This is an optimization exercise on Yosys and OpenROAD, whose aim is small area, not a production implementation.
Only simulation tests tie the RTL to the original design; equivalence was not proved.
The clock cells of runs 3 to 5 come from the design's own scripts or RTL, not from TritonCTS.
The clock port is modelled as an ideal driver, which makes a skipped or thinned clock tree look cheaper than it is; a real chip needs a root buffer or a tree.
Power and IR drop assume default switching activity.

## flow/design.v (module list and top-level ports; edited modules follow where they fit)
// module matrix_calc_s1: 749 lines
// module matrix_calc_s2: 12 lines
// module matrix_alu_top: 17 lines
module matrix_alu_top (
    input  wire        clk,
    input  wire        op,
    input  wire [31:0] A,
    input  wire [31:0] B,
    output reg  [31:0] C
);
  // ...
==> flow/flow/run.sh <==
#!/bin/bash
# Standard synthesis, then re-choose full-adder / gate output polarities to
# drop inverters (flow/fapol2.py), rebalance xor trees by estimated
# arrival (flow/xorbal.py), then the standard layout with the
# smallest buffer on the ports.
set -euo pipefail
NET=orfs/results/sky130hd/matrix_alu_top/base/1_2_yosys.v
bash standard.sh synth > synth.log 2>&1
cp $NET synth_orig.v
python3 flow/fapol2.py synth_orig.v synth_fapol.v > fapol.log 2>&1
python3 flow/xorbal.py synth_fapol.v $NET > xorbal.log 2>&1
touch $NET
bash standard.sh synth > synth_odb.log 2>&1
export BUFFER_PORTS_ARGS="-buffer_cell sky130_fd_sc_hd__buf_1"
export CTS_ARGS="-sink_clustering_enable -repair_clock_nets -dont_use_dummy_load -sink_clustering_size 24 -sink_clustering_max_diameter 80 -buf_list {sky130_fd_sc_hd__clkbuf_8}"
bash standard.sh finish > finish.log 2>&1
==> flow/flow/fapol2.py <==
#!/usr/bin/env python3
"""Re-choose signal polarities in a mapped sky130hd netlist to need fewer
inverters and smaller gates.

A full adder is self-dual, fa(~a,~b,~c) = (~cout, ~sum), so each one may run
on inverted signals. Two-input AND-type gates absorb inversions on any pin
(and2/nand2/nor2/or2/nor2b/nand2b), xor gates absorb input inversions, and a
few gates have a complementary twin. Half adders are split into an xor and an
AND-type gate (same area as ha_1). Inverters are then placed only where a
signal is still needed in the other polarity. The choice is made by
simulated annealing on area.
usage: fapol2.py IN.v OUT.v"""
import re, sys, random, math

PFX = 'sky130_fd_sc_hd__'
OUTPINS = {'X', 'Y', 'Q', 'Q_N', 'SUM', 'COUT', 'HI', 'LO'}
AREA = {'inv_1': 3.7536, 'nand2_1': 3.7536, 'and2_1': 6.256, 'nor2_1': 3.7536,
        'or2_1': 6.256, 'xor2_1': 8.7584, 'xnor2_1': 8.7584, 'a21oi_1': 5.0048,
        'a21o_1': 7.5072, 'o21ai_0': 5.0048, 'o21a_1': 7.5072, 'a22oi_1': 7.5072,
        'a22o_1': 8.7584, 'nor2b_1': 6.256, 'or2b_1': 7.5072, 'nand2b_1': 6.256,
        'and2b_1': 7.5072, 'nand3_1': 5.0048, 'and3_1': 6.256, 'nor3_1': 5.0048,
        'or3_1': 6.256, 'o22ai_1': 6.256, 'o22a_1': 8.7584, 'xnor3_1': 22.5216,
        'xor3_1': 23.7728}
INV = AREA['inv_1']
TWINS = {}
for a, b in [('a21o_1', 'a21oi_1'), ('o21a_1', 'o21ai_0'), ('a22o_1', 'a22oi_1'),
             ('and3_1', 'nand3_1'), ('or3_1', 'nor3_1'), ('o22a_1', 'o22ai_1')]:
    TWINS[a] = b
    TWINS[b] = a
YOUT = {'nand2_1', 'nor2_1', 'xnor2_1', 'a21oi_1', 'o21ai_0', 'a22oi_1', 'nor2b_1',
        'nand2b_1', 'nand3_1', 'nor3_1', 'o22ai_1', 'inv_1'}
# AND-type gates: type -> (pin a, pin b, la, lb, lo, out pin):
# out = lo ^ ((a ^ la) & (b ^ lb))
ANDT = {'and2_1': ('A', 'B', 0, 0, 0), 'nand2_1': ('A', 'B', 0, 0, 1),
        'nor2_1': ('A', 'B', 1, 1, 0), 'or2_1': ('A', 'B', 1, 1, 1),
        'nor2b_1': ('A', 'B_N', 1, 0, 0), 'or2b_1': ('A', 'B_N', 1, 0, 1),
        'and2b_1': ('A_N', 'B', 1, 0, 0), 'nand2b_1': ('A_N', 'B', 1, 0, 1)}
# realisation of (la, lb, lo): (type, pin for a, pin for b)
REAL = {(0, 0, 0): ('and2_1', 'A', 'B'), (0, 0, 1): ('nand2_1', 'A', 'B'),
        (1, 1, 0): ('nor2_1', 'A', 'B'), (1, 1, 1): ('or2_1', 'A', 'B'),
        (1, 0, 0): ('nor2b_1', 'A', 'B_N'), (1, 0, 1): ('nand2b_1', 'A_N', 'B'),
        (0, 1, 0): ('nor2b_1', 'B_N', 'A'), (0, 1, 1): ('nand2b_1', 'B', 'A_N')}
XORT = {'xor2_1': 0, 'xnor2_1': 1, 'xor3_1': 0, 'xnor3_1': 1}

src = open(sys.argv[1]).read()
cell_re = re.compile(r'^  (' + PFX + r'\w+)\s+(\S+)\s*\((.*?)\n  \);\n', re.S | re.M)
pin_re = re.compile(r'\.(\w+)\(([^()]*)\)')

cells = []
spans = []
for m in cell_re.finditer(src):
    t, n, body = m.group(1)[len(PFX):], m.group(2), m.group(3)
    pins = [(p, v.strip()) for p, v in pin_re.findall(body)]
    spans.append(m.span())
    if t.startswith('ha_'):
        d = dict(pins)
        cells.append({'t': 'xor2_1', 'n': n + '_hx', 'pins': [('A', d['A']), ('B', d['B']), ('X', d.get('SUM', ''))]})
        cells.append({'t': 'and2_1', 'n': n + '_ha', 'pins': [('A', d['A']), ('B', d['B']), ('X', d.get('COUT', ''))]})
    else:
        cells.append({'t': t, 'n': n, 'pins': pins})

drv = {}
for i, c in enumerate(cells):
    for p, v in c['pins']:
        if v and p in OUTPINS:
            drv[v] = (i, p)

def is_inv(c):
    return c['t'].startswith('inv_') or c['t'].startswith('clkinv')

ports = set()
for m in re.finditer(r'^\s*(input|output)\s*(\[[^\]]*\])?\s*([^;]+);', src, re.M):
    for nm in m.group(3).split(','):
        ports.add(nm.strip())
def is_port_net(v):
    return v.split('[')[0].strip() in ports

def root(v):
    pol = 0
    while v in drv and is_inv(cells[drv[v][0]]):
        v = dict(cells[drv[v][0]]['pins'])['A']
        pol ^= 1
    return v, pol

def kind(c):
    t = c['t']
    if t.startswith('fa_'):
        return 'fa'
    if t in ANDT:
        return 'and'
    if t in XORT:
        return 'xor'
    if t in TWINS:
        return 'twin'
    return 'fixed'

K = [kind(c) for c in cells]
flippable = [i for i, c in enumerate(cells) if not is_inv(c) and K[i] != 'fixed'
             and any(p in OUTPINS and v for p, v in c['pins'])]
flipset = set(flippable)

# loads: base signal -> list of (cell, pin, pol)
loads = {}
inpins = {}   # cell -> list of (pin, base, pol)
keep_inv = set()
for i, c in enumerate(cells):
    if is_inv(c):
        if is_port_net(dict(c['pins'])['Y']):
            keep_inv.add(i)
            s, pol = root(dict(c['pins'])['Y'])
            loads.setdefault(s, []).append((i, 'PORT', pol))
        continue
    inpins[i] = []
    for p, v in c['pins']:
        if not v or p in OUTPINS:
            continue
        s, pol = root(v)
        loads.setdefault(s, []).append((i, p, pol))
        inpins[i].append((p, s, pol))

f = [0] * len(cells)

def provided(s):
    if s in drv:
        i = drv[s][0]
        if i in flipset:
            return f[i]
    return 0

def sig_cost(s):
    prov = provided(s)
    for i, p, pol in loads.get(s, []):
        if p == 'PORT':
            w = pol
        elif K[i] in ('and', 'xor'):
            continue
        elif K[i] == 'fa':
            w = pol ^ f[i]
        else:
            w = pol
        if w != prov:
            return INV
    return 0.0

def and_flags(i):
    c = cells[i]
    pa, pb, la, lb, lo = ANDT[c['t']]
    d = {p: (s, pol) for p, s, pol in inpins[i]}
    sa, pola = d[pa]
    sb, polb = d[pb]
    return (la ^ pola ^ provided(sa), lb ^ polb ^ provided(sb), lo ^ f[i])

def cell_area(i):
    k = K[i]
    t = cells[i]['t']
    if k == 'and':
        return AREA[REAL[and_flags(i)][0]]
    if k == 'twin':
        return AREA[TWINS[t]] if f[i] else AREA[t]
    return 0.0

# neighbourhoods
outsig = {i: [v for p, v in cells[i]['pins'] if p in OUTPINS and v] for i in range(len(cells))}
aff_sigs, aff_cells = {}, {}
for i in flippable:
    ss = set(outsig[i])
    if K[i] == 'fa':
        ss |= {s for p, s, pol in inpins[i]}
    aff_sigs[i] = list(ss)
    cs = {i}
    for s in outsig[i]:
        for j, p, pol in loads.get(s, []):
            if p != 'PORT' and K[j] == 'and':
                cs.add(j)
    aff_cells[i] = list(cs)

def local(i):
    return sum(sig_cost(s) for s in aff_sigs[i]) + sum(cell_area(j) for j in aff_cells[i])

def delta(i):
    b = local(i)
    f[i] ^= 1
    a = local(i)
    f[i] ^= 1
    return a - b

allsig = set(loads)
def total():
    return sum(sig_cost(s) for s in allsig) + sum(cell_area(i) for i in range(len(cells)))

start = total()
rnd = random.Random(1)
cur = start
best, bestf = start, f[:]
steps = 400000
for k in range(steps):
    T = 4.0 * (1 - k / steps) + 0.01
    i = flippable[rnd.randrange(len(flippable))]
    d = delta(i)
    if d <= 0 or rnd.random() < math.exp(-d / T):
        f[i] ^= 1
        cur += d
        if cur < best - 1e-9:
            best, bestf = cur, f[:]
f = bestf
print(f'fapol2: cost {start:.1f} -> {total():.1f}, flipped {sum(f)} of {len(flippable)}', file=sys.stderr)

# ---- rewrite ----
def esc(v):
    v = v.strip()
    return v + ' ' if v.startswith('\\') else v

newinv = {}
def inv_net(s):
    if s not in newinv:
        base = s[1:] if s.startswith('\\') else s
        newinv[s] = '\\' + base + '_fpinv'
    return newinv[s]

def net_for(s, want):
    return s if want == provided(s) else inv_net(s)

body = []
def emit(t, n, pins):
    body.append(f'  {PFX}{t} {n} (\n' + ',\n'.join(f'    .{p}({esc(v)})' for p, v in pins) + '\n  );\n')

for i, c in enumerate(cells):
    t = c['t']
    if is_inv(c):
        if i in keep_inv:
            d = dict(c['pins'])
            s, pol = root(d['A'])
            emit(t, c['n'], [('A', net_for(s, pol)), ('Y', d['Y'])])
        continue
    k = K[i]
    if k == 'and':
        la, lb, lo = and_flags(i)
        nt, qa, qb = REAL[(la, lb, lo)]
        pa, pb = ANDT[t][0], ANDT[t][1]
        d = {p: s for p, s, pol in inpins[i]}
        out = outsig[i][0] if outsig[i] else ''
        emit(nt, c['n'], [(qa, d[pa]), (qb, d[pb]), ('Y' if nt in YOUT else 'X', out)])
        continue
    if k == 'xor':
        par = XORT[t] ^ f[i]
        for p, s, pol in inpins[i]:
            par ^= pol ^ provided(s)
        three = t.startswith('x') and t[-3] == '3' or '3_' in t
        nt = ('xnor3_1' if par else 'xor3_1') if '3' in t.split('_')[0] else ('xnor2_1' if par else 'xor2_1')
        pins = []
        for p, v in c['pins']:
            if p in OUTPINS:
                pins.append(('Y' if nt in YOUT else 'X', v))
            else:
                pins.append((p, root(v)[0]))
        emit(nt, c['n'], pins)
        continue
    nt = TWINS[t] if (k == 'twin' and f[i]) else t
    pins = []
    for p, v in c['pins']:
        if p in OUTPINS or not v:
            if k == 'twin' and f[i] and p in ('X', 'Y'):
                p = 'Y' if nt in YOUT else 'X'
            pins.append((p, v))
            continue
        s, pol = root(v)
        w = pol ^ (f[i] if k == 'fa' else 0)
        pins.append((p, net_for(s, w)))
    emit(nt, c['n'], pins)

for k_, (s, nm) in enumerate(sorted(newinv.items())):
    emit('inv_1', f'fpinv_{k_}', [('A', s), ('Y', nm)])

wires = ''.join(f'  wire {esc(nm)};\n' for s, nm in sorted(newinv.items()))
head = src[:spans[0][0]]
tail = src[spans[-1][1]:]
open(sys.argv[2], 'w').write(head + wires + ''.join(body) + tail)
==> flow/flow/xorbal.py <==
#!/usr/bin/env python3
"""Rebuild chains/trees of 2-input xor gates in a mapped sky130hd netlist so
that late-arriving inputs pass through fewer gates (Huffman order on a rough
arrival-time estimate). Same function, same number of gates.
usage: xorbal.py IN.v OUT.v"""
import re, sys, heapq

PFX = 'sky130_fd_sc_hd__'
OUTPINS = {'X', 'Y', 'Q', 'Q_N', 'SUM', 'COUT', 'HI', 'LO'}
DEL = {'fa': {'SUM': 0.48, 'COUT': 0.40}, 'ha': {'SUM': 0.25, 'COUT': 0.2},
       'xor2': 0.20, 'xnor2': 0.20, 'nand2': 0.10, 'nor2': 0.12, 'inv': 0.06,
       'buf': 0.15, 'clkbuf': 0.3}
DX = 0.20

src = open(sys.argv[1]).read()
cell_re = re.compile(r'^  (' + PFX + r'\w+)\s+(\S+)\s*\((.*?)\n  \);\n', re.S | re.M)
pin_re = re.compile(r'\.(\w+)\(([^()]*)\)')
cells, spans = [], []
for m in cell_re.finditer(src):
    t, n, body = m.group(1)[len(PFX):], m.group(2), m.group(3)
    cells.append({'t': t, 'n': n, 'pins': [(p, v.strip()) for p, v in pin_re.findall(body)]})
    spans.append(m.span())

drv, loads = {}, {}
for i, c in enumerate(cells):
    for p, v in c['pins']:
        if not v:
            continue
        if p in OUTPINS:
            drv[v] = (i, p)
        else:
            loads.setdefault(v, []).append((i, p))

def fam(t):
    return t.rsplit('_', 1)[0]

def is_x2(i):
    return fam(cells[i]['t']) in ('xor2', 'xnor2')

# arrival estimate (seq outputs / ports at 0)
arr = {}
def arrival(v, depth=0):
    if v in arr:
        return arr[v]
    if v not in drv or depth > 500:
        arr[v] = 0.0
        return 0.0
    i, p = drv[v]
    c = cells[i]
    f = fam(c['t'])
    if f.startswith('df'):
        a = 0.35
    else:
        ins = [arrival(w, depth + 1) for q, w in c['pins'] if q not in OUTPINS and w]
        d = DEL.get(f, 0.2)
        if isinstance(d, dict):
            d = d.get(p, 0.4)
        a = (max(ins) if ins else 0.0) + d
    arr[v] = a
    return a

sys.setrecursionlimit(10000)
for v in list(drv):
    arrival(v)

def outnet(i):
    return [v for p, v in cells[i]['pins'] if p in OUTPINS][0]

# a tree root: an xor2 whose output is not consumed solely by one xor2
internal = set()
for i, c in enumerate(cells):
    if not is_x2(i):
        continue
    o = outnet(i)
    ls = loads.get(o, [])
    if len(ls) == 1 and is_x2(ls[0][0]) and not re.match(r'^(C|A|B)\[', o):
        internal.add(i)

removed = set()
newcells = {}
cnt = 0
changed = 0
for r, c in enumerate(cells):
    if not is_x2(r) or r in internal:
        continue
    # collect leaves
    nodes, leaves, par = [], [], 0
    stack = [r]
    while stack:
        i = stack.pop()
        nodes.append(i)
        if fam(cells[i]['t']) == 'xnor2':
            par ^= 1
        for p, v in cells[i]['pins']:
            if p in OUTPINS:
                continue
            if v in drv and drv[v][0] in internal and drv[v][0] not in nodes:
                stack.append(drv[v][0])
            else:
                leaves.append(v)
    if len(nodes) < 3:
        continue
    old_depth = arr[outnet(r)]
    h = [(arrival(v), k, v) for k, v in enumerate(leaves)]
    heapq.heapify(h)
    names = [cells[i]['n'] for i in nodes if i != r]
    build = []
    k = len(leaves)
    while len(h) > 2:
        a1, _, v1 = heapq.heappop(h)
        a2, _, v2 = heapq.heappop(h)
        cnt += 1
        nn = f'\\xb_{cnt}'
        build.append(('xor2_1', names.pop(), [('A', v1), ('B', v2), ('X', nn)]))
        k += 1
        heapq.heappush(h, (max(a1, a2) + DX, k, nn))
    a1, _, v1 = heapq.heappop(h)
    a2, _, v2 = heapq.heappop(h)
    new_depth = max(a1, a2) + DX
    build.append(('xnor2_1' if par else 'xor2_1', cells[r]['n'],
                  [('A', v1), ('B', v2), ('Y' if par else 'X', outnet(r))]))
    for i in nodes:
        removed.add(i)
    newcells[r] = build
    if new_depth < old_depth - 1e-6:
        changed += 1

print(f'xorbal: rebuilt {len(newcells)} xor trees, {changed} faster', file=sys.stderr)

def esc(v):
    return v + ' ' if v.startswith('\\') else v

body, wires = [], []
for i, c in enumerate(cells):
    if i in newcells:
        for t, n, pins in newcells[i]:
            body.append(f'  {PFX}{t} {n} (\n' + ',\n'.join(f'    .{p}({esc(v)})' for p, v in pins) + '\n  );\n')
            for p, v in pins:
                if v.startswith('\\xb_'):
                    wires.append(f'  wire {esc(v)};\n')
        continue
    if i in removed:
        continue
    body.append(f'  {PFX}{c["t"]} {c["n"]} (\n' + ',\n'.join(f'    .{p}({esc(v)})' for p, v in c['pins']) + '\n  );\n')
wires = sorted(set(wires))
open(sys.argv[2], 'w').write(src[:spans[0][0]] + ''.join(wires) + ''.join(body) + src[spans[-1][1]:])
==> flow/standard.sh <==
#!/bin/bash
# synth_recipe.tcl (not shown) runs the flow's synth.tcl, then flattens the netlist and writes it again
# the make line also repeats each setting of config.mk as NAME=value (left out here)
make -C /OpenROAD-flow-scripts/flow DESIGN_CONFIG=/design/flow/config.mk WORK_HOME=/design/flow/orfs CLKGATE_MAP_FILE= SYNTH_SCRIPT=/design/flow/synth_recipe.tcl "${@:-finish}"
==> flow/config.mk <==
export PLATFORM = sky130hd
export DESIGN_NAME = matrix_alu_top
export DESIGN_NICKNAME = matrix_alu_top
export VERILOG_FILES = /design/flow/design.v
export SDC_FILE = /design/flow/constraint.sdc
export NUM_CORES = 4
export LEC_CHECK = 0
export CAP_MARGIN = 20
export CORE_MARGIN = 2
export CORE_UTILIZATION = 60
export GPL_TIMING_DRIVEN = 0
export SLEW_MARGIN = 20
==> flow/constraint.sdc <==
create_clock -name core_clock -period 5.2 [get_ports {clk}]
set_input_delay 1.0400 -clock core_clock [delete_from_list [all_inputs] [get_ports {clk}]]
set_output_delay 1.0400 -clock core_clock [all_outputs]
set_load 0.01 [all_outputs]
==> flow_summary.toml, run 1 <==
[sta]
worst_slack_ps = 273.2
fmax_ghz = 0.2030
finalClockSkew_ps = 10.79
period_minus_slack_ps = 4927
slew_violations = 0
finalHoldViolations = 0

[clock_network]
cts-root-buf = "clkbuf_8"

[floorplan]
rows = 40

[pwr]
combPwrFrac_pct = 56.5
p_comb_w = 0.00148
pwr-share-seq_pct = 31.0
switching_share_pct = 39.25

[worst_hold_path]
hp-start = "s_r[25]"

[setup_path]
worst-path-buf-inv = 3
rr_endpoint = "C[23]"
crit_type = "in -> reg"
arrival_ps = 5180
cp.depth = 12

[cells_and_area]
final_common_cell = "nand2_1"
post-route-util_pct = 67.57
clock_area_share_pct = 1.520
top_register = "s_r"

[routing]
drtAntennaViolNets = 0
vias_per_cell = 5.594

[global_routing]
grt_pass1_vias = 6364

[placed_design]
dp_cells = 1046

[status]
outcome = "finished clean"
==> module matrix_calc_s2, before the edit <==
module matrix_calc_s2(
    input  wire [35:0] S,
    output wire [31:0] C
);
    wire s157, s133, s113, s97, s85, s77, s73, s342, s318, s298, s282, s270, s262, s258, s527, s503, s483, s467, s455, s447, s443, s712, s688, s668, s652, s640, s632, s628, x184, c158, x369, c343, x554, c528, x739, c713;
    assign {c713, x739, c528, x554, c343, x369, c158, x184, s628, s632, s640, s652, s668, s688, s712, s443, s447, s455, s467, s483, s503, s527, s258, s262, s270, s282, s298, s318, s342, s73, s77, s85, s97, s113, s133, s157} = S;
    wire x185 = x184 ^ c158;
    wire x370 = x369 ^ c343;
    wire x555 = x554 ^ c528;
    wire x740 = x739 ^ c713;
    assign C = {x185, s157, s133, s113, s97, s85, s77, s73, x370, s342, s318, s298, s282, s270, s262, s258, x555, s527, s503, s483, s467, s455, s447, s443, x740, s712, s688, s668, s652, s640, s632, s628};
endmodule
==> module matrix_alu_top, before the edit <==
module matrix_alu_top (
    input  wire        clk,
    input  wire        op,
    input  wire [31:0] A,
    input  wire [31:0] B,
    output reg  [31:0] C
);
wire [35:0] s_w;
reg  [35:0] s_r;
wire [31:0] c_w;
always @(posedge clk) begin
    s_r <= s_w;
    C   <= c_w;
end
matrix_calc_s1 st1 (.op(op), .A(A), .B(B), .S(s_w));
matrix_calc_s2 st2 (.S(s_r), .C(c_w));
endmodule
==> run 2: changes to the inputs <==
--- a/flow/design.v
+++ b/flow/design.v
@@ -1,12 +1,12 @@
 module matrix_calc_s1(
     input  wire        op,
     input  wire [31:0] A, B,
-    output wire [35:0] S
+    output wire [31:0] S
 );
     wire [7:0] a11 = A[31:24], a12 = A[23:16], a21 = A[15:8], a22 = A[7:0];
     wire [7:0] b11 = B[31:24], b12 = B[23:16], b21 = B[15:8], b22 = B[7:0];
     wire [7:0] g11 = {b11[7:1] & {7{~op}}, b11[0] | op};
     wire [7:0] g22 = {b22[7:1] & {7{~op}}, b22[0] | op};
     wire [7:0] g21 = b21 & {8{~op}};
     wire [7:0] g12 = b12 & {8{~op}};
     wire p1 = a11[0] & g11[0];
@@ -188,16 +188,17 @@
     wire x177 = x175 ^ x176;
     wire x178 = c144 ^ c146;
     wire x179 = c148 ^ x177;
     wire x180 = x178 ^ x179;
     wire x181 = c150 ^ c152;
     wire x182 = x180 ^ x181;
     wire x183 = x182 ^ c154;
     wire x184 = x183 ^ c156;
+    wire x185 = x184 ^ c158;
     wire p186 = a12[0] & g22[0];
     wire p187 = a12[0] & g22[1];
     wire p188 = a12[0] & g22[2];
     wire p189 = a12[0] & g22[3];
     wire p190 = a12[0] & g22[4];
     wire p191 = a12[0] & g22[5];
     wire p192 = a12[0] & g22[6];
     wire p193 = a12[0] & g22[7];
@@ -372,16 +373,17 @@
     wire x362 = x360 ^ x361;
     wire x363 = c329 ^ c331;
     wire x364 = c333 ^ x362;
     wire x365 = x363 ^ x364;
     wire x366 = c335 ^ c337;
     wire x367 = x365 ^ x366;
     wire x368 = x367 ^ c339;
     wire x369 = x368 ^ c341;
+    wire x370 = x369 ^ c343;
     wire p371 = a21[0] & g11[0];
     wire p372 = a21[0] & g11[1];
     wire p373 = a21[0] & g11[2];
     wire p374 = a21[0] & g11[3];
     wire p375 = a21[0] & g11[4];
     wire p376 = a21[0] & g11[5];
     wire p377 = a21[0] & g11[6];
     wire p378 = a21[0] & g11[7];
@@ -556,16 +558,17 @@
     wire x547 = x545 ^ x546;
     wire x548 = c514 ^ c516;
     wire x549 = c518 ^ x547;
     wire x550 = x548 ^ x549;
     wire x551 = c520 ^ c522;
     wire x552 = x550 ^ x551;
     wire x553 = x552 ^ c524;
     wire x554 = x553 ^ c526;
+    wire x555 = x554 ^ c528;
     wire p556 = a22[0] & g22[0];
     wire p557 = a22[0] & g22[1];
     wire p558 = a22[0] & g22[2];
     wire p559 = a22[0] & g22[3];
     wire p560 = a22[0] & g22[4];
     wire p561 = a22[0] & g22[5];
     wire p562 = a22[0] & g22[6];
     wire p563 = a22[0] & g22[7];
@@ -740,39 +743,36 @@
     wire x732 = x730 ^ x731;
     wire x733 = c699 ^ c701;
     wire x734 = c703 ^ x732;
     wire x735 = x733 ^ x734;
     wire x736 = c705 ^ c707;
     wire x737 = x735 ^ x736;
     wire x738 = x737 ^ c709;
     wire x739 = x738 ^ c711;
-    assign S = {c713, x739, c528, x554, c343, x369, c158, x184, s628, s632, s640, s652, s668, s688, s712, s443, s447, s455, s467, s483, s503, s527, s258, s262, s270, s282, s298, s318, s342, s73, s77, s85, s97, s113, s133, s157};
+    wire x740 = x739 ^ c713;
+    assign S = {s628, s632, s640, s652, s668, s688, s712, x740, s443, s447, s455, s467, s483, s503, s527, x555, s258, s262, s270, s282, s298, s318, s342, x370, s73, s77, s85, s97, s113, s133, s157, x185};
 endmodule
 module matrix_calc_s2(
-    input  wire [35:0] S,
+    input  wire [31:0] S,
     output wire [31:0] C
 );
-    wire s157, s133, s113, s97, s85, s77, s73, s342, s318, s298, s282, s270, s262, s258, s527, s503, s483, s467, s455, s447, s443, s712, s688, s668, s652, s640, s632, s628, x184, c158, x369, c343, x554, c528, x739, c713;
-    assign {c713, x739, c528, x554, c343, x369, c158, x184, s628, s632, s640, s652, s668, s688, s712, s443, s447, s455, s467, s483, s503, s527, s258, s262, s270, s282, s298, s318, s342, s73, s77, s85, s97, s113, s133, s157} = S;
-    wire x185 = x184 ^ c158;
-    wire x370 = x369 ^ c343;
-    wire x555 = x554 ^ c528;
-    wire x740 = x739 ^ c713;
+    wire x185, s157, s133, s113, s97, s85, s77, s73, x370, s342, s318, s298, s282, s270, s262, s258, x555, s527, s503, s483, s467, s455, s447, s443, x740, s712, s688, s668, s652, s640, s632, s628;
+    assign {s628, s632, s640, s652, s668, s688, s712, x740, s443, s447, s455, s467, s483, s503, s527, x555, s258, s262, s270, s282, s298, s318, s342, x370, s73, s77, s85, s97, s113, s133, s157, x185} = S;
     assign C = {x185, s157, s133, s113, s97, s85, s77, s73, x370, s342, s318, s298, s282, s270, s262, s258, x555, s527, s503, s483, s467, s455, s447, s443, x740, s712, s688, s668, s652, s640, s632, s628};
 endmodule
 module matrix_alu_top (
     input  wire        clk,
     input  wire        op,
     input  wire [31:0] A,
     input  wire [31:0] B,
     output reg  [31:0] C
 );
-wire [35:0] s_w;
-reg  [35:0] s_r;
+wire [31:0] s_w;
+reg  [31:0] s_r;
 wire [31:0] c_w;
 always @(posedge clk) begin
     s_r <= s_w;
     C   <= c_w;
 end
 matrix_calc_s1 st1 (.op(op), .A(A), .B(B), .S(s_w));
 matrix_calc_s2 st2 (.S(s_r), .C(c_w));
 endmodule
==> flow/flow/run.sh (replaced) <==
#!/bin/bash
# Standard synthesis, then re-choose full-adder / gate output polarities to
# drop inverters (flow/fapol3.py), rebalance xor trees by estimated
# arrival (flow/xorbal.py), then the standard layout with the
# smallest buffer on the ports.
set -euo pipefail
NET=orfs/results/sky130hd/matrix_alu_top/base/1_2_yosys.v
bash standard.sh synth > synth.log 2>&1
cp $NET synth_orig.v
python3 flow/fapol3.py synth_orig.v synth_fapol.v > fapol.log 2>&1
python3 flow/xorbal.py synth_fapol.v $NET > xorbal.log 2>&1
touch $NET
bash standard.sh synth > synth_odb.log 2>&1
export BUFFER_PORTS_ARGS="-buffer_cell sky130_fd_sc_hd__buf_1"
export CTS_ARGS="-sink_clustering_enable -repair_clock_nets -dont_use_dummy_load -sink_clustering_size 24 -sink_clustering_max_diameter 80 -buf_list {sky130_fd_sc_hd__clkbuf_8}"
bash standard.sh finish > finish.log 2>&1
==> flow/flow/fapol3.py (new file) <==
#!/usr/bin/env python3
"""Re-choose signal polarities in a mapped sky130hd netlist to need fewer
inverters and smaller gates.

A full adder is self-dual, fa(~a,~b,~c) = (~cout, ~sum), so each one may run
on inverted signals. Two-input AND-type gates absorb inversions on any pin
(and2/nand2/nor2/or2/nor2b/nand2b), xor gates absorb input inversions, and a
few gates have a complementary twin. Half adders are split into an xor and an
AND-type gate (same area as ha_1). Inverters are then placed only where a
signal is still needed in the other polarity. Synthesis buffers are dropped
(the layout's repair step re-buffers what needs it). The choice is made by
simulated annealing on area.
usage: fapol2.py IN.v OUT.v"""
import re, sys, random, math

PFX = 'sky130_fd_sc_hd__'
OUTPINS = {'X', 'Y', 'Q', 'Q_N', 'SUM', 'COUT', 'HI', 'LO'}
AREA = {'inv_1': 3.7536, 'nand2_1': 3.7536, 'and2_1': 6.256, 'nor2_1': 3.7536,
        'or2_1': 6.256, 'xor2_1': 8.7584, 'xnor2_1': 8.7584, 'a21oi_1': 5.0048,
        'a21o_1': 7.5072, 'o21ai_0': 5.0048, 'o21a_1': 7.5072, 'a22oi_1': 7.5072,
        'a22o_1': 8.7584, 'nor2b_1': 6.256, 'or2b_1': 7.5072, 'nand2b_1': 6.256,
        'and2b_1': 7.5072, 'nand3_1': 5.0048, 'and3_1': 6.256, 'nor3_1': 5.0048,
        'or3_1': 6.256, 'o22ai_1': 6.256, 'o22a_1': 8.7584, 'xnor3_1': 22.5216,
        'xor3_1': 23.7728}
INV = AREA['inv_1']
TWINS = {}
for a, b in [('a21o_1', 'a21oi_1'), ('o21a_1', 'o21ai_0'), ('a22o_1', 'a22oi_1'),
             ('and3_1', 'nand3_1'), ('or3_1', 'nor3_1'), ('o22a_1', 'o22ai_1')]:
    TWINS[a] = b
    TWINS[b] = a
YOUT = {'nand2_1', 'nor2_1', 'xnor2_1', 'a21oi_1', 'o21ai_0', 'a22oi_1', 'nor2b_1',
        'nand2b_1', 'nand3_1', 'nor3_1', 'o22ai_1', 'inv_1'}
# AND-type gates: type -> (pin a, pin b, la, lb, lo, out pin):
# out = lo ^ ((a ^ la) & (b ^ lb))
ANDT = {'and2_1': ('A', 'B', 0, 0, 0), 'nand2_1': ('A', 'B', 0, 0, 1),
        'nor2_1': ('A', 'B', 1, 1, 0), 'or2_1': ('A', 'B', 1, 1, 1),
        'nor2b_1': ('A', 'B_N', 1, 0, 0), 'or2b_1': ('A', 'B_N', 1, 0, 1),
        'and2b_1': ('A_N', 'B', 1, 0, 0), 'nand2b_1': ('A_N', 'B', 1, 0, 1)}
# realisation of (la, lb, lo): (type, pin for a, pin for b)
REAL = {(0, 0, 0): ('and2_1', 'A', 'B'), (0, 0, 1): ('nand2_1', 'A', 'B'),
        (1, 1, 0): ('nor2_1', 'A', 'B'), (1, 1, 1): ('or2_1', 'A', 'B'),
        (1, 0, 0): ('nor2b_1', 'A', 'B_N'), (1, 0, 1): ('nand2b_1', 'A_N', 'B'),
        (0, 1, 0): ('nor2b_1', 'B_N', 'A'), (0, 1, 1): ('nand2b_1', 'B', 'A_N')}
XORT = {'xor2_1': 0, 'xnor2_1': 1, 'xor3_1': 0, 'xnor3_1': 1}

src = open(sys.argv[1]).read()
cell_re = re.compile(r'^  (' + PFX + r'\w+)\s+(\S+)\s*\((.*?)\n  \);\n', re.S | re.M)
pin_re = re.compile(r'\.(\w+)\(([^()]*)\)')

cells = []
spans = []
for m in cell_re.finditer(src):
    t, n, body = m.group(1)[len(PFX):], m.group(2), m.group(3)
    pins = [(p, v.strip()) for p, v in pin_re.findall(body)]
    spans.append(m.span())
    if t.startswith('ha_'):
        d = dict(pins)
        cells.append({'t': 'xor2_1', 'n': n + '_hx', 'pins': [('A', d['A']), ('B', d['B']), ('X', d.get('SUM', ''))]})
        cells.append({'t': 'and2_1', 'n': n + '_ha', 'pins': [('A', d['A']), ('B', d['B']), ('X', d.get('COUT', ''))]})
    else:
        cells.append({'t': t, 'n': n, 'pins': pins})

drv = {}
for i, c in enumerate(cells):
    for p, v in c['pins']:
        if v and p in OUTPINS:
            drv[v] = (i, p)

def is_inv(c):
    return c['t'].startswith('inv_') or c['t'].startswith('clkinv')

def is_buf(c):
    return c['t'].startswith('buf_') or c['t'].startswith('clkbuf_')

ports = set()
for m in re.finditer(r'^\s*(input|output)\s*(\[[^\]]*\])?\s*([^;]+);', src, re.M):
    for nm in m.group(3).split(','):
        ports.add(nm.strip())
def is_port_net(v):
    return v.split('[')[0].strip() in ports

def root(v):
    pol = 0
    while v in drv and (is_inv(cells[drv[v][0]]) or is_buf(cells[drv[v][0]])):
        c = cells[drv[v][0]]
        v = dict(c['pins'])['A']
        pol ^= 1 if is_inv(c) else 0
    return v, pol

def kind(c):
    t = c['t']
    if t.startswith('fa_'):
        return 'fa'
    if t in ANDT:
        return 'and'
    if t in XORT:
        return 'xor'
    if t in TWINS:
        return 'twin'
    return 'fixed'

K = [kind(c) for c in cells]
flippable = [i for i, c in enumerate(cells) if not is_inv(c) and not is_buf(c) and K[i] != 'fixed'
             and any(p in OUTPINS and v for p, v in c['pins'])]
flipset = set(flippable)

# loads: base signal -> list of (cell, pin, pol)
loads = {}
inpins = {}   # cell -> list of (pin, base, pol)
keep_inv = set()
def outn(c):
    d = dict(c['pins'])
    return d.get('Y', d.get('X'))

for i, c in enumerate(cells):
    if is_inv(c) or is_buf(c):
        if is_port_net(outn(c)):
            keep_inv.add(i)
            s, pol = root(outn(c))
            loads.setdefault(s, []).append((i, 'PORT', pol))
        continue
    inpins[i] = []
    for p, v in c['pins']:
        if not v or p in OUTPINS:
            continue
        s, pol = root(v)
        loads.setdefault(s, []).append((i, p, pol))
        inpins[i].append((p, s, pol))

f = [0] * len(cells)

def provided(s):
    if s in drv:
        i = drv[s][0]
        if i in flipset:
            return f[i]
    return 0

def sig_cost(s):
    prov = provided(s)
    for i, p, pol in loads.get(s, []):
        if p == 'PORT':
            w = pol
        elif K[i] in ('and', 'xor'):
            continue
        elif K[i] == 'fa':
            w = pol ^ f[i]
        else:
            w = pol
        if w != prov:
            return INV
    return 0.0

def and_flags(i):
    c = cells[i]
    pa, pb, la, lb, lo = ANDT[c['t']]
    d = {p: (s, pol) for p, s, pol in inpins[i]}
    sa, pola = d[pa]
    sb, polb = d[pb]
    return (la ^ pola ^ provided(sa), lb ^ polb ^ provided(sb), lo ^ f[i])

def cell_area(i):
    k = K[i]
    t = cells[i]['t']
    if k == 'and':
        return AREA[REAL[and_flags(i)][0]]
    if k == 'twin':
        return AREA[TWINS[t]] if f[i] else AREA[t]
    return 0.0

# neighbourhoods
outsig = {i: [v for p, v in cells[i]['pins'] if p in OUTPINS and v] for i in range(len(cells))}
aff_sigs, aff_cells = {}, {}
for i in flippable:
    ss = set(outsig[i])
    if K[i] == 'fa':
        ss |= {s for p, s, pol in inpins[i]}
    aff_sigs[i] = list(ss)
    cs = {i}
    for s in outsig[i]:
        for j, p, pol in loads.get(s, []):
            if p != 'PORT' and K[j] == 'and':
                cs.add(j)
    aff_cells[i] = list(cs)

def local(i):
    return sum(sig_cost(s) for s in aff_sigs[i]) + sum(cell_area(j) for j in aff_cells[i])

def delta(i):
    b = local(i)
    f[i] ^= 1
    a = local(i)
    f[i] ^= 1
    return a - b

allsig = set(loads)
def total():
    return sum(sig_cost(s) for s in allsig) + sum(cell_area(i) for i in range(len(cells)))

start = total()
rnd = random.Random(1)
cur = start
best, bestf = start, f[:]
steps = 400000
for k in range(steps):
    T = 4.0 * (1 - k / steps) + 0.01
    i = flippable[rnd.randrange(len(flippable))]
    d = delta(i)
    if d <= 0 or rnd.random() < math.exp(-d / T):
        f[i] ^= 1
        cur += d
        if cur < best - 1e-9:
            best, bestf = cur, f[:]
f = bestf
print(f'fapol2: cost {start:.1f} -> {total():.1f}, flipped {sum(f)} of {len(flippable)}', file=sys.stderr)

# ---- rewrite ----
def esc(v):
    v = v.strip()
    return v + ' ' if v.startswith('\\') else v

newinv = {}
def inv_net(s):
    if s not in newinv:
        base = s[1:] if s.startswith('\\') else s
        newinv[s] = '\\' + base + '_fpinv'
    return newinv[s]

def net_for(s, want):
    return s if want == provided(s) else inv_net(s)

body = []
def emit(t, n, pins):
    body.append(f'  {PFX}{t} {n} (\n' + ',\n'.join(f'    .{p}({esc(v)})' for p, v in pins) + '\n  );\n')

for i, c in enumerate(cells):
    t = c['t']
    if is_inv(c) or is_buf(c):
        if i in keep_inv:
            d = dict(c['pins'])
            s, pol = root(d['A'])
            o = 'Y' if is_inv(c) else 'X'
            emit(t, c['n'], [('A', net_for(s, pol)), (o, d[o])])
        continue
    k = K[i]
    if k == 'and':
        la, lb, lo = and_flags(i)
        nt, qa, qb = REAL[(la, lb, lo)]
        pa, pb = ANDT[t][0], ANDT[t][1]
        d = {p: s for p, s, pol in inpins[i]}
        out = outsig[i][0] if outsig[i] else ''
        emit(nt, c['n'], [(qa, d[pa]), (qb, d[pb]), ('Y' if nt in YOUT else 'X', out)])
        continue
    if k == 'xor':
        par = XORT[t] ^ f[i]
        for p, s, pol in inpins[i]:
            par ^= pol ^ provided(s)
        three = t.startswith('x') and t[-3] == '3' or '3_' in t
        nt = ('xnor3_1' if par else 'xor3_1') if '3' in t.split('_')[0] else ('xnor2_1' if par else 'xor2_1')
        pins = []
        for p, v in c['pins']:
            if p in OUTPINS:
                pins.append(('Y' if nt in YOUT else 'X', v))
            else:
                pins.append((p, root(v)[0]))
        emit(nt, c['n'], pins)
        continue
    nt = TWINS[t] if (k == 'twin' and f[i]) else t
    pins = []
    for p, v in c['pins']:
        if p in OUTPINS or not v:
            if k == 'twin' and f[i] and p in ('X', 'Y'):
                p = 'Y' if nt in YOUT else 'X'
            pins.append((p, v))
            continue
        s, pol = root(v)
        w = pol ^ (f[i] if k == 'fa' else 0)
        pins.append((p, net_for(s, w)))
    emit(nt, c['n'], pins)

for k_, (s, nm) in enumerate(sorted(newinv.items())):
    emit('inv_1', f'fpinv_{k_}', [('A', s), ('Y', nm)])

wires = ''.join(f'  wire {esc(nm)};\n' for s, nm in sorted(newinv.items()))
head = src[:spans[0][0]]
tail = src[spans[-1][1]:]
open(sys.argv[2], 'w').write(head + wires + ''.join(body) + tail)
removed: flow/flow/fapol2.py
==> run 2 against run 1 <==
Net effect: still clean on timing, DRC and antenna; fmax fell by 1.0%; register-to-register slack improved by 140 ps; synthesized cell count fell by 7.5%; critical endpoint is now s_r[24]; largest cell class unchanged; largest power group unchanged.
==> flow_summary.toml, run 2 <==
[setup_path]
crit_fanout = 48
arrival_ps = 5230
cp.required_ps = 5450
crit_path_start_kind = "input port"
end_kind = "flip-flop"
crit_type = "in -> reg"

[synth]
synth_nets = 943
syn_area_per_cell_um2 = 9.776
synthCells = 729
synth_area_um2 = 7127
ys_warn_count = 1

[pwr]
p_leak_nw = 2.607
vdd_ir_drop_max_mv = 0.3881
power.density_nw_per_um2 = 329.0

[cells_and_area]
final_area_um2 = 7844
reg_top3 = "C (32), s_r (32)"
layout.nets = 1052
num_antenna_cells = 0
area_growth_syn_to_layout_pct = 10.06
final_common_cell = "nand2_1"
layout_common_cells = "nand2_1, fa_1, xor2_1"
drive_above_1_share_pct = 3.349

[sta]
period_minus_slack_ps = 4978
slew_violations = 0
tightest_slew_ps = 906.7
fmax_ghz = 0.2009
worst_slack_ps = 221.8
finalClockSkew_ps = 13.04
finalSetupViolCount = 0
finalHoldViolations = 0
min_period_over_period_pct = 95.73
relSlewSlack_pct = 39.55
rsz0062_at_grt = "false"

[routing]
first_pass_iters = 21
vias = 5742
drtAntennaViolNets = 0
vias_per_cell = 5.865
wl_per_cell_um = 19.16
drt-total-wl_um = 18750
drt_iter0_drc = 456
drc = 0

[run]
max_cap_viol_count = 0

[global_routing]
gr-total-overflow = 0
grt_first_pass_wirelength_um = 30460
grt.total_usage_pct = 31.69
grt_pass1_vias = 6002
grt_max_degree = 49
antenna_found_initial = 0

[floorplan]
ioPinCount = 98
initial_core_util_pct = 61.89
die_area_um2 = 12770
rows = 39
die_width_um = 113.0
die_h_um = 113.0
core_um2 = 11520

[placed_design]
port_buffers = 97
place_hpwl_um = 14710
place_area_um2 = 7691
pre_cts_slack_ps = -671.0
globalplace.congestion = 0.9370

[clock_network]
cts_max_level = 3
clk-insertion-delay-late_ps = 360
cts-root-buf = "clkbuf_8"
clk_pin_slew_worst_paths_ps = 60
cts.sinks = 64
cts_buffer_depth = 2
cts_made_buffers = 9
cts_tree = "built"
hold_buffers = 0

[worst_hold_path]
min_path_type = "reg -> reg"

[status]
outcome = "finished clean"
run 2: worst max-delay path: stages:
cell	delay [ps]
buf_6	180
buf_12	220
nor2b_2	540
nand2_1	170
fa_1	520
fa_1	430
fa_1	450
fa_1	420
fa_1	410
fa_1	480
nand2b_1	180
xor2_1	140
run 2: per-layer routing:
layer / up-vias / track usage (%) / part of all wire [%]
li1: 2473 / - / -
met1: 2818 / 40.67 / 36
met2: 372 / 52.37 / 48
met3: 79 / 7.124 / 12
met4: 0 / 13.50 / 4.1
met5: - / 0 / 0
run 2: final timing paths:
kind | slack [ps] | cells after the start | to | from
max | 220 | 12 | s_r[24] | op
min | 320 | 0 | C[16] | s_r[15]
max reg2reg | 4770 | 0 | C[11] | s_r[20]
min reg2reg | 320 | 0 | C[16] | s_r[15]
run 2: cell type report:
cell class / instances / area [um^2]
multi-input cells: 655 / 5831
inverters: 10 / 37.54
clock buffers: 9 / 123.9
repair buffers: 98 / 391.6
well taps: 143 / 178.9
fillers: 972 / 3672
flip-flops and latches: 64 / 1281
run 2: what timing repair did:
item	4_1_cts	5_1_grt
endpoints found under the hold margin	0	0
buffers inserted	0	0
resized for setup	6	6
endpoints found under the setup margin	7	5
run 2: through the flow:
step,hold WS (ps),cells,total power (W),setup TNS [ps],utilization (%)
floorplan,309.6,729,0.001917,0,-
global placement,309.5,969,0.002232,-47010,66.60
detailed placement,313.5,970,0.002289,-4327,66.79
CTS,317.4,979,0.002616,0,67.99
global route,328.0,979,0.002827,0,68.11
finish,317.2,979,0.002580,0,68.11
run 2: report_power, final:
part	switching, W	internal, W	leakage, nW
Sequential	0.0000481	0.000730	0.540
Combinational	0.000803	0.000684	2.00
Clock	0.000162	0.000153	0.0647
==> run 3: changes to the inputs <==
--- a/flow/flow/run.sh
+++ b/flow/flow/run.sh
@@ -4,3 +4,3 @@
 # arrival (flow/xorbal.py), then the standard layout with the
-# smallest buffer on the ports.
+# smallest buffer on the ports and a hand-built clock tree (flow/my_cts.tcl).
 set -euo pipefail
@@ -14,3 +14,3 @@
 export BUFFER_PORTS_ARGS="-buffer_cell sky130_fd_sc_hd__buf_1"
-export CTS_ARGS="-sink_clustering_enable -repair_clock_nets -dont_use_dummy_load -sink_clustering_size 24 -sink_clustering_max_diameter 80 -buf_list {sky130_fd_sc_hd__clkbuf_8}"
+export PRE_CTS_TCL=$PWD/flow/my_cts.tcl
 bash standard.sh finish > finish.log 2>&1
==> flow/flow/my_cts.tcl (new file) <==
# Clock tree built by hand (sourced as PRE_CTS_TCL): the flip-flops are split
# into MCTS_K clusters by position (k-means), each cluster gets one leaf
# clock buffer at its centroid, and one root buffer next to the clock pin
# drives the leaves. TritonCTS is then skipped (it would build an H-tree with
# eight leaves for this small design).
set mcts_k [expr { [info exists ::env(MCTS_K)] ? $::env(MCTS_K) : 4 }]
set mcts_leaf [expr { [info exists ::env(MCTS_LEAF)] ? $::env(MCTS_LEAF) : "sky130_fd_sc_hd__clkbuf_8" }]
set mcts_root [expr { [info exists ::env(MCTS_ROOT)] ? $::env(MCTS_ROOT) : "sky130_fd_sc_hd__clkbuf_8" }]

set db [ord::get_db]
set block [ord::get_db_block]
set clknet [$block findNet clk]
set sinks {}
foreach it [$clknet getITerms] {
  lappend sinks $it
}
set n [llength $sinks]
set xs {}
set ys {}
foreach it $sinks {
  set inst [$it getInst]
  set bb [$inst getBBox]
  lappend xs [expr { ([$bb xMin] + [$bb xMax]) / 2.0 }]
  lappend ys [expr { ([$bb yMin] + [$bb yMax]) / 2.0 }]
}
# k-means, seeded with points spread along x+y
set order [lsort -real -indices [lmap x $xs y $ys { expr { $x + $y } }]]
set cx {}
set cy {}
for { set k 0 } { $k < $mcts_k } { incr k } {
  set i [lindex $order [expr { int(($k + 0.5) * $n / $mcts_k) }]]
  lappend cx [lindex $xs $i]
  lappend cy [lindex $ys $i]
}
set asg [lrepeat $n 0]
for { set iter 0 } { $iter < 50 } { incr iter } {
  for { set i 0 } { $i < $n } { incr i } {
    set best 0
    set bd 1e30
    for { set k 0 } { $k < $mcts_k } { incr k } {
      set d [expr { abs([lindex $xs $i] - [lindex $cx $k]) + abs([lindex $ys $i] - [lindex $cy $k]) }]
      if { $d < $bd } {
        set bd $d
        set best $k
      }
    }
    lset asg $i $best
  }
  for { set k 0 } { $k < $mcts_k } { incr k } {
    set sx 0.0
    set sy 0.0
    set c 0
    for { set i 0 } { $i < $n } { incr i } {
      if { [lindex $asg $i] == $k } {
        set sx [expr { $sx + [lindex $xs $i] }]
        set sy [expr { $sy + [lindex $ys $i] }]
        incr c
      }
    }
    if { $c > 0 } {
      lset cx $k [expr { $sx / $c }]
      lset cy $k [expr { $sy / $c }]
    }
  }
}
# clock pin position
set bt [$block findBTerm clk]
set pbb [$bt getBBox]
set px [expr { ([$pbb xMin] + [$pbb xMax]) / 2 }]
set py [expr { ([$pbb yMin] + [$pbb yMax]) / 2 }]
# root buffer between the pin and the centre of the leaves
set mx 0.0
set my 0.0
foreach x $cx y $cy {
  set mx [expr { $mx + $x / $mcts_k }]
  set my [expr { $my + $y / $mcts_k }]
}
set root [odb::dbInst_create $block [$db findMaster $mcts_root] mcts_root]
$root setLocation [expr { int(($px + $mx) / 2) }] [expr { int(($py + $my) / 2) }]
$root setPlacementStatus PLACED
set rootnet [odb::dbNet_create $block mcts_root_net]
$rootnet setSigType CLOCK
[$root findITerm A] connect $clknet
[$root findITerm X] connect $rootnet
for { set k 0 } { $k < $mcts_k } { incr k } {
  set leaf [odb::dbInst_create $block [$db findMaster $mcts_leaf] mcts_leaf_$k]
  $leaf setLocation [expr { int([lindex $cx $k]) }] [expr { int([lindex $cy $k]) }]
  $leaf setPlacementStatus PLACED
  set lnet [odb::dbNet_create $block mcts_leaf_net_$k]
  $lnet setSigType CLOCK
  [$leaf findITerm A] connect $rootnet
  [$leaf findITerm X] connect $lnet
  set c 0
  for { set i 0 } { $i < $n } { incr i } {
    if { [lindex $asg $i] == $k } {
      set it [lindex $sinks $i]
      $it disconnect
      $it connect $lnet
      incr c
    }
  }
  puts "mcts: leaf $k at ([lindex $cx $k], [lindex $cy $k]) drives $c sinks"
}
set_propagated_clock [all_clocks]
# the tree is built; skip TritonCTS
rename clock_tree_synthesis mcts_unused_clock_tree_synthesis
proc clock_tree_synthesis { args } {
  puts "mcts: clock tree built by hand, clock_tree_synthesis skipped"
}
--- a/flow/config.mk
+++ b/flow/config.mk
@@ -9,3 +9,3 @@
 export CORE_MARGIN = 2
-export CORE_UTILIZATION = 60
+export CORE_UTILIZATION = 40
 export GPL_TIMING_DRIVEN = 0
==> run 3 against run 2 <==
Net effect: still clean on timing, DRC and antenna; cell count grew 8.1%; flip-flop and latch count stayed put; wire length is 0.14% lower; via count down 5.4%; critical endpoint unchanged; largest power group unchanged.
==> flow_summary.toml, run 3 <==
[status]
outcome = "finished clean"

[floorplan]
ioPinCount = 98
core_um2 = 17360
rows = 48
die_area_um2 = 18900
die_h_um = 137.5
initial_core_util_pct = 41.06
die_width_um = 137.5

[pwr]
p_total_w = 0.002474
vdd_ir_drop_max_mv = 0.1850
combPwrFrac_pct = 59.6
switching_share_pct = 39.44
pwr-share-seq_pct = 31.1
intPower_w = 0.001498
p_leak_nw = 2.605
power.density_nw_per_um2 = 311.7
power_frac_clock_pct = 9.3
switchingPower_w = 0.0009758

[setup_path]
reg2reg_from = "s_r[28]"
crit_path_start_kind = "input port"
startpoint = "op"
crit_fanout = 36
cp.required_ps = 5450
end_kind = "flip-flop"
arrival_ps = 5170
crit_type = "in -> reg"
r2r_slack_ps = 4800

[routing]
vias = 5434
drtAntennaViolNets = 0
wl_per_cell_um = 17.70
drt-total-wl_um = 18730
vias_per_cell = 5.136
drt_iter0_drc = 363
first_pass_iters = 5
drc = 0

[placed_design]
place_hpwl_um = 15050
port_buffers = 97
pre_cts_slack_ps = -724.5
globalplace.congestion = 0.8962
place_area_um2 = 7821

[global_routing]
grt.total_usage_pct = 20.96
grt_max_degree = 37
grt_first_pass_wirelength_um = 30410
antenna_found_initial = 0
grt_pass1_vias = 5639
gr-total-overflow = 0

[clock_network]
hold_buffers = 0
clk-insertion-delay-late_ps = 350
post_cts.repair.setup_buffers = 0
clk_pin_slew_worst_paths_ps = 90

[sta]
slew_violations = 0
tns_ps = 0
finalClockSkew_ps = 0.6765
finalSetupViolCount = 0
period_minus_slack_ps = 4925
worst_slack_ps = 275.4
finalHoldViolations = 0
relSlewSlack_pct = 46.78
fmax_ghz = 0.2031
rsz0062_at_grt = "false"
min_period_over_period_pct = 94.70
tightest_slew_ps = 798.3

[cells_and_area]
final_common_cell = "nand2_1"
drive_above_1_share_pct = 3.241
reg_top3 = "C (32), s_r (32)"
layout_common_cells = "nand2_1, fa_1, xor2_1"
area_growth_syn_to_layout_pct = 11.38
final_area_um2 = 7938
num_antenna_cells = 0
layout.nets = 1049

[synth]
ys_warn_count = 1
synth_area_um2 = 7127
syn_area_per_cell_um2 = 9.776
synthCells = 729
synth_nets = 943

[worst_hold_path]
hp-start = "s_r[4]"
min_path_type = "reg -> reg"

[run]
max_cap_viol_count = 0
-- run 3: path summary, 6_finish.rpt --
check | end | cells past startpoint
hold reg to reg | C[27] | 0
hold / removal | C[27] | 0
setup reg to reg | C[3] | 0
setup / recovery | s_r[24] | 13
-- run 3: power by group through the flow --
stage | clock network [W] | registers [W] | logic, W
floorplan | 0 | 0.000839 | 0.00108
global placement | 0 | 0.000779 | 0.00147
detailed placement | 0 | 0.000785 | 0.00150
CTS | 0.000245 | 0.000773 | 0.00151
global route | 0.000259 | 0.000796 | 0.00169
finish | 0.000230 | 0.000769 | 0.00148
-- run 3: layer usage --
layer | routed length [um] | vias up | global-route usage (%) | part of all wire [%]
li1 | - | 2464 | - | -
met3 | 1362 | 23 | 1.729 | 7.3
met1 | 8044 | 2725 | 30.15 | 43
met4 | 338 | 0 | 3.494 | 1.8
met2 | 8981 | 222 | 35.21 | 48
met5 | 0 | - | 0 | 0
-- run 3: cell type report --
class / count / area, um^2
inverter: 10 / 37.54
buffer: 5 / 68.82
tap: 225 / 281.5
fill: 1742 / 9419
multi-input combinational: 655 / 5853
timing repair buffer: 99 / 415.4
sequential: 64 / 1281
-- run 3: worst max-delay path, stage by stage --
cell and delay [ps]:
buf_4 220, buf_16 210, buf_12 180, nor2b_4 350, nand2_1 140, fa_1 490
fa_1 460, fa_1 480, fa_1 400, fa_1 410, fa_1 470, nand2b_1 170
xor2_1 140
-- run 3: repair_timing --
action,CTS,global route
cloned,0,0
endpoints found under the setup margin,8,8
hold endpoints to repair,0,0
resized for setup,5,11
-- run 3: stage by stage --
step,hold slack [ps],instances,util (%)
after global placement,309.8,1051,44.78
final,331.4,1058,45.73
after global routing,337.5,1058,45.73
after CTS,333.7,1058,45.53
after detailed placement,312.1,1053,45.06
after floorplan,309.6,729,-
==> run 4: changes to the inputs <==
--- a/flow/config.mk
+++ b/flow/config.mk
@@ -9,3 +9,3 @@
 export CORE_MARGIN = 2
-export CORE_UTILIZATION = 40
+export CORE_UTILIZATION = 60
 export GPL_TIMING_DRIVEN = 0
==> run 4 against run 3 <==
Net effect: wire length is 0.29% lower; synthesized cell count did not move; still clean; sequential share of layout area grew 0.31 points; critical path depth shrank 1; hold slack improved by 2.2 ps; die area shrank 32%; combinational power barely moved; largest cell class unchanged.
==> flow_summary.toml, run 4 <==
[placed_design]
port_buffers = 97
dp_cells = 970
place_hpwl_um = 14710
pre_cts_slack_ps = -671.0
globalplace.congestion = 0.9370

[routing]
vias_per_cell = 5.816
drt-total-wl_um = 18670
first_pass_iters = 21
vias = 5671
drt_iter0_drc = 423
drtAntennaViolNets = 0
wl_per_cell_um = 19.15
drc = 0

[status]
outcome = "finished clean"

[pwr]
power.density_nw_per_um2 = 321.1
p_leak_nw = 2.579
vdd_ir_drop_max_mv = 0.3923

[cells_and_area]
layout.nets = 1048
area_growth_syn_to_layout_pct = 9.287
finalNonFillerCells = 975
layout_common_cells = "nand2_1, fa_1, xor2_1"
num_antenna_cells = 0
final_common_cell = "nand2_1"
reg_top3 = "C (32), s_r (32)"
drive_above_1_share_pct = 2.885

[sta]
tns_ps = 0
finalHoldViolations = 0
tightest_slew_ps = 902.7
fmax_ghz = 0.2014
relSlewSlack_pct = 39.82
finalClockSkew_ps = 0.4736
finalSetupViolCount = 0
rsz0062_at_grt = "false"
min_period_over_period_pct = 95.49
slew_violations = 0
period_minus_slack_ps = 4966
holdWs_ps = 333.5
worst_slack_ps = 234.4

[setup_path]
crit_fanout = 48
arrival_ps = 5220
cp_slowest_cell = "nor2b_2"
cp.required_ps = 5450
end_kind = "flip-flop"
crit_chain = "buf_6 -> buf_12 -> nor2b_2 -> nand2_1 -> fa_1 -> fa_1 -> fa_1 -> fa_1 -> fa_1 -> fa_1 -> nand2b_1 -> xor2_1"
cp_common_cell = "fa_1"
crit_path_start_kind = "input port"
critPathMaxStageDelay_ps = 530
crit_type = "in -> reg"

[worst_hold_path]
min_path_type = "reg -> reg"

[floorplan]
die_width_um = 113.0
ioPinCount = 98
die_h_um = 113.0
initial_core_util_pct = 61.89
core_um2 = 11520
die_area_um2 = 12770
rows = 39

[global_routing]
grt_max_degree = 49
gr-total-overflow = 0
grt_pass1_vias = 5950
grt.total_usage_pct = 30.60
grt_first_pass_wirelength_um = 30350
antenna_found_initial = 0

[synth]
synth_nets = 943
syn_area_per_cell_um2 = 9.776
synthCells = 729
synth_area_um2 = 7127
ys_warn_count = 1

[clock_network]
clk_pin_slew_worst_paths_ps = 100
hold_buffers = 0
clk-insertion-delay-late_ps = 350

[run]
max_cap_viol_count = 0
-- run 4: changes by cell type in the layout (fill, tap and decap cells not counted) --
cell and change:
buf_6 +1, or2_1 -1, nor2b_1 +3, buf_16 -1
buf_4 -1, nor2b_4 -3, or2_2 +1
-- run 4: per-stage QoR --
stage,total power (W),utilization [%],instance area [um^2]
after floorplan,0.001917,-,7127
after global placement,0.002232,66.60,7670
after detailed placement,0.002289,66.79,7691
after CTS,0.002536,67.54,7777
after global routing,0.002749,67.63,7789
final,0.002501,67.63,7789
-- run 4: per-layer routing --
metal / wire length (um) / GRT usage, % / vias to the layer above
li1: - / - / 2465
met1: 6909 / 40.96 / 2814
met2: 9296 / 52.49 / 343
met3: 1876 / 4.124 / 49
met4: 590 / 9.512 / 0
met5: 0 / 0 / -
-- run 4: what timing repair did --
item	in CTS	in global routing
endpoints found under the setup margin	7	4
setup buffers	0	0
resized for setup	7	5
-- run 4: worst max-delay path, delay by kind of cell --
family	cells	cell delay (ps)
buf+inv	2	420
simple gates	3	880
fa+ha+maj	6	2710
xor+xnor	1	140
-- run 4: final timing paths --
path / from / endpoint / slack, ps / cells past startpoint
hold / removal: s_r[2] / C[29] / 330 / 0
setup / recovery: op / s_r[24] / 230 / 12
hold reg to reg: s_r[2] / C[29] / 330 / 0
setup reg to reg: s_r[18] / C[13] / 4770 / 0
-- run 4: layout make-up --
type / instances / area [um^2]
Buffer: 5 / 68.82
Fill cell: 988 / 3727
Inverter: 10 / 37.54
Multi-Input combinational cell: 655 / 5831
Sequential cell: 64 / 1281
Tap cell: 143 / 178.9
Timing Repair Buffer: 98 / 391.6
-- run 4: power breakdown --
group | internal [W] | switching (W)
clock network | 0.0000875 | 0.000150
registers | 0.000728 | 0.0000477
logic | 0.000683 | 0.000805
==> run 5: changes to the inputs <==
--- a/flow/flow/run.sh
+++ b/flow/flow/run.sh
@@ -3,3 +3,3 @@
 # drop inverters (flow/fapol3.py), rebalance xor trees by estimated
-# arrival (flow/xorbal.py), then the standard layout with the
+# arrival and put late full-adder inputs on fast pins (flow/xorbal.py), then the standard layout with the
 # smallest buffer on the ports and a hand-built clock tree (flow/my_cts.tcl).
--- a/flow/flow/xorbal.py
+++ b/flow/flow/xorbal.py
@@ -3,3 +3,5 @@
 that late-arriving inputs pass through fewer gates (Huffman order on a rough
-arrival-time estimate). Same function, same number of gates.
+arrival-time estimate), and connect each full adder's latest input to its
+fastest pin (CIN, then B, then A; the three are interchangeable). Same
+function, same gates.
 usage: xorbal.py IN.v OUT.v"""
@@ -52,2 +54,12 @@
         a = 0.35
+    elif f == 'fa':
+        d = dict(c['pins'])
+        ins = sorted((arrival(d[q], depth + 1), d[q]) for q in ('A', 'B', 'CIN'))
+        # earliest on A (slowest pin), latest on CIN (fastest pin)
+        newpins = [('A', ins[0][1]), ('B', ins[1][1]), ('CIN', ins[2][1])]
+        c['pins'] = newpins + [(q, v) for q, v in c['pins'] if q in OUTPINS]
+        if p == 'SUM':
+            a = max(ins[0][0] + 0.56, ins[1][0] + 0.53, ins[2][0] + 0.51)
+        else:
+            a = max(ins[0][0] + 0.44, ins[1][0] + 0.42, ins[2][0] + 0.39)
     else:
--- a/flow/config.mk
+++ b/flow/config.mk
@@ -9,3 +9,3 @@
 export CORE_MARGIN = 2
-export CORE_UTILIZATION = 60
+export CORE_UTILIZATION = 40
 export GPL_TIMING_DRIVEN = 0
==> run 5 against run 4 <==
Net effect: global-route usage fell by 10 points; sequential power fell by 1%; fmax fell by 0.48%; total power fell by 0.83%; via count fell by 2.9%; largest cell class unchanged; first-iteration DRC count fell by 15%; synthesized area did not move; hold slack got worse by 1.6 ps; die area rose by 48%; still clean; critical endpoint unchanged; flip-flop and latch count did not move.
==> flow_summary.toml, run 5 <==
[synth]
synth_area_um2 = 7127
synth_nets = 943
synthCells = 729
ys_warn_count = 1
syn_area_per_cell_um2 = 9.776

[floorplan]
rows = 48
die_width_um = 137.5
die_area_um2 = 18900
initial_core_util_pct = 41.06
die_h_um = 137.5
core_um2 = 17360
ioPinCount = 98

[sta]
tns_ps = 0
finalHoldViolations = 0
rsz0062_at_grt = "true"
finalSetupViolCount = 0
worst_slack_ps = 210.2
relSlewSlack_pct = 35.01
period_minus_slack_ps = 4990
min_period_over_period_pct = 95.96
fmax_ghz = 0.2004
tightest_slew_ps = 974.9
finalClockSkew_ps = 0.9536
slew_violations = 0

[setup_path]
end_kind = "flip-flop"
r2r_slack_ps = 4800
reg2reg_from = "s_r[30]"
cp.required_ps = 5450
worstRegToRegCells = 0
crit_fanout = 37
crit_type = "in -> reg"
arrival_ps = 5240
rr_endpoint = "C[1]"
crit_path_start_kind = "input port"

[global_routing]
grt.total_usage_pct = 20.46
gr-total-overflow = 0
antenna_found_initial = 0
grt_first_pass_wirelength_um = 29530
grt_max_degree = 38
grt_pass1_vias = 5506

[placed_design]
place_hpwl_um = 14990
pre_cts_slack_ps = -773.4
dp_cells = 1053
port_buffers = 97
globalplace.congestion = 0.8808

[status]
outcome = "finished clean"

[worst_hold_path]
min_path_type = "reg -> reg"
hold_path_end = "C[18]"
hp-start = "s_r[13]"
min_path_cells = 0

[routing]
drc = 0
vias_per_cell = 5.205
drt_iter0_drc = 360
first_pass_iters = 7
wl_per_cell_um = 17.65
vias = 5507
drt-total-wl_um = 18670
drtAntennaViolNets = 0

[clock_network]
hold_buffers = 0
clk_pin_slew_worst_paths_ps = 90
clk-insertion-delay-late_ps = 350
post_cts.repair.setup_buffers = 0

[pwr]
p_leak_nw = 2.600
vdd_ir_drop_max_mv = 0.2161
power.density_nw_per_um2 = 312.7

[cells_and_area]
post-route-util_pct = 45.70
area_growth_syn_to_layout_pct = 11.31
num_antenna_cells = 0
drive_above_1_share_pct = 2.881
reg_top3 = "C (32), s_r (32)"
finalNonFillerCells = 1058
layout_common_cells = "nand2_1, fa_1, xor2_1"
layout.nets = 1049
final_common_cell = "nand2_1"
n_fill_cell = 1706

[run]
max_cap_viol_count = 0
run 5: worst max-delay path, stage by stage:
cell and delay [ps]:
buf_2 250, buf_16 250, buf_12 190, nor2b_4 360
nand2_1 140, fa_1 450, fa_1 510, fa_1 400
fa_1 420, fa_1 420, fa_1 470, nand2b_1 170
xor2_1 140
run 5: layer usage:
| metal | GRT usage (%) | share of wire, % | vias up |
|---|---|---|---|
| met5 | 0 | 0 | - |
| met1 | 30.00 | 43 | 2771 |
| li1 | - | - | 2466 |
| met3 | 1.987 | 8.2 | 25 |
| met2 | 33.44 | 47 | 245 |
| met4 | 3.436 | 2.0 | 0 |
run 5: layout make-up:
class | instances | area, um^2 | share of cell area (%)
plain buffers | 5 | 68.82 | 0.8675
inverters | 10 | 37.54 | 0.4732
multi-input cells | 655 | 5851 | 73.75
flip-flops and latches | 64 | 1281 | 16.15
well taps | 225 | 281.5 | 3.549
repair buffers | 99 | 412.9 | 5.205
run 5: worst max path at each step:
stage / slack (ps) / cells past startpoint / from / end
floorplan: 540 / 10 / B[25] / s_r[0]
global placement: -2850 / 11 / op / s_r[24]
detailed placement: -770 / 13 / op / s_r[24]
CTS: 2 / 13 / op / s_r[24]
global route: -5 / 11 / op / s_r[0]
finish: 210 / 13 / op / s_r[24]
run 5: per-stage QoR:
| stage | hold WS (ps) | area (um^2) | total power [W] |
|---|---|---|---|
| finish | 331.9 | 7933 | 0.002480 |
| CTS | 334.1 | 7900 | 0.002532 |
| global placement | 309.9 | 7772 | 0.002258 |
| global route | 339.8 | 7933 | 0.002760 |
| floorplan | 309.6 | 7127 | 0.001925 |
| detailed placement | 312.1 | 7821 | 0.002292 |
run 5: report_power, final:
part	leakage, nW	switching [W]	internal (W)
Combinational	2.02	0.000792	0.000687
Sequential	0.540	0.0000397	0.000727
Clock	0.0359	0.000147	0.0000873
run 5: repair_timing:
| action | in CTS | in global routing |
|---|---|---|
| gates resized for setup | 4 | 9 |
| endpoints found under the setup margin | 8 | 8 |
| gates cloned | 0 | 0 |
| endpoints found under the hold margin | 0 | 0 |
| pin swaps | 0 | 0 |

port drivers added, routing unchanged:
No port has a modelled driver above. Below, the same layouts with a new extraction and two added sets of constraints. Step 1 (the two cells are an assumption about what drives the block):
set clk [get_ports {clk}]
set_driving_cell -lib_cell sky130_fd_sc_hd__clkbuf_16 $clk
set_driving_cell -lib_cell sky130_fd_sc_hd__buf_2 [delete_from_list [all_inputs] $clk]
Step 2 adds t to the input delays and takes it off the output delays; t is the mean of the earliest and latest rising clock arrival at the registers after step 1. Input paths then give back, and output paths get back, about the clock's delay inside the block. Slacks: ideal / step 1 / step 2; pairs: ideal / step 1.
| run | t (ns) | setup WS [ns] | clock arrival spread, ns | worst register clock-pin slew, ns | worst slew at a driven data input, ns |
|---|---|---|---|---|---|
| run 1 | 0.400 | 0.273 / 0.262 / -0.138 | 0.011 / 0.012 | 0.07 / 0.07 | 0.06 |
| run 2 | 0.388 | 0.222 / 0.225 / -0.163 | 0.023 / 0.024 | 0.07 / 0.07 | 0.06 |
| run 3 | 0.373 | 0.275 / 0.280 / -0.093 | 0.006 / 0.006 | 0.09 / 0.09 | 0.07 |
| run 4 | 0.372 | 0.234 / 0.227 / -0.145 | 0.011 / 0.010 | 0.10 / 0.10 | 0.07 |
| run 5 | 0.381 | 0.210 / 0.219 / -0.161 | 0.003 / 0.003 | 0.09 / 0.09 | 0.06 |
Met with ideal ports but missed after step 2: setup timing in every run listed. For run 1, which loses most, drivers alone change the setup slack by -0.011 ns; drivers and shift together by -0.411 ns.
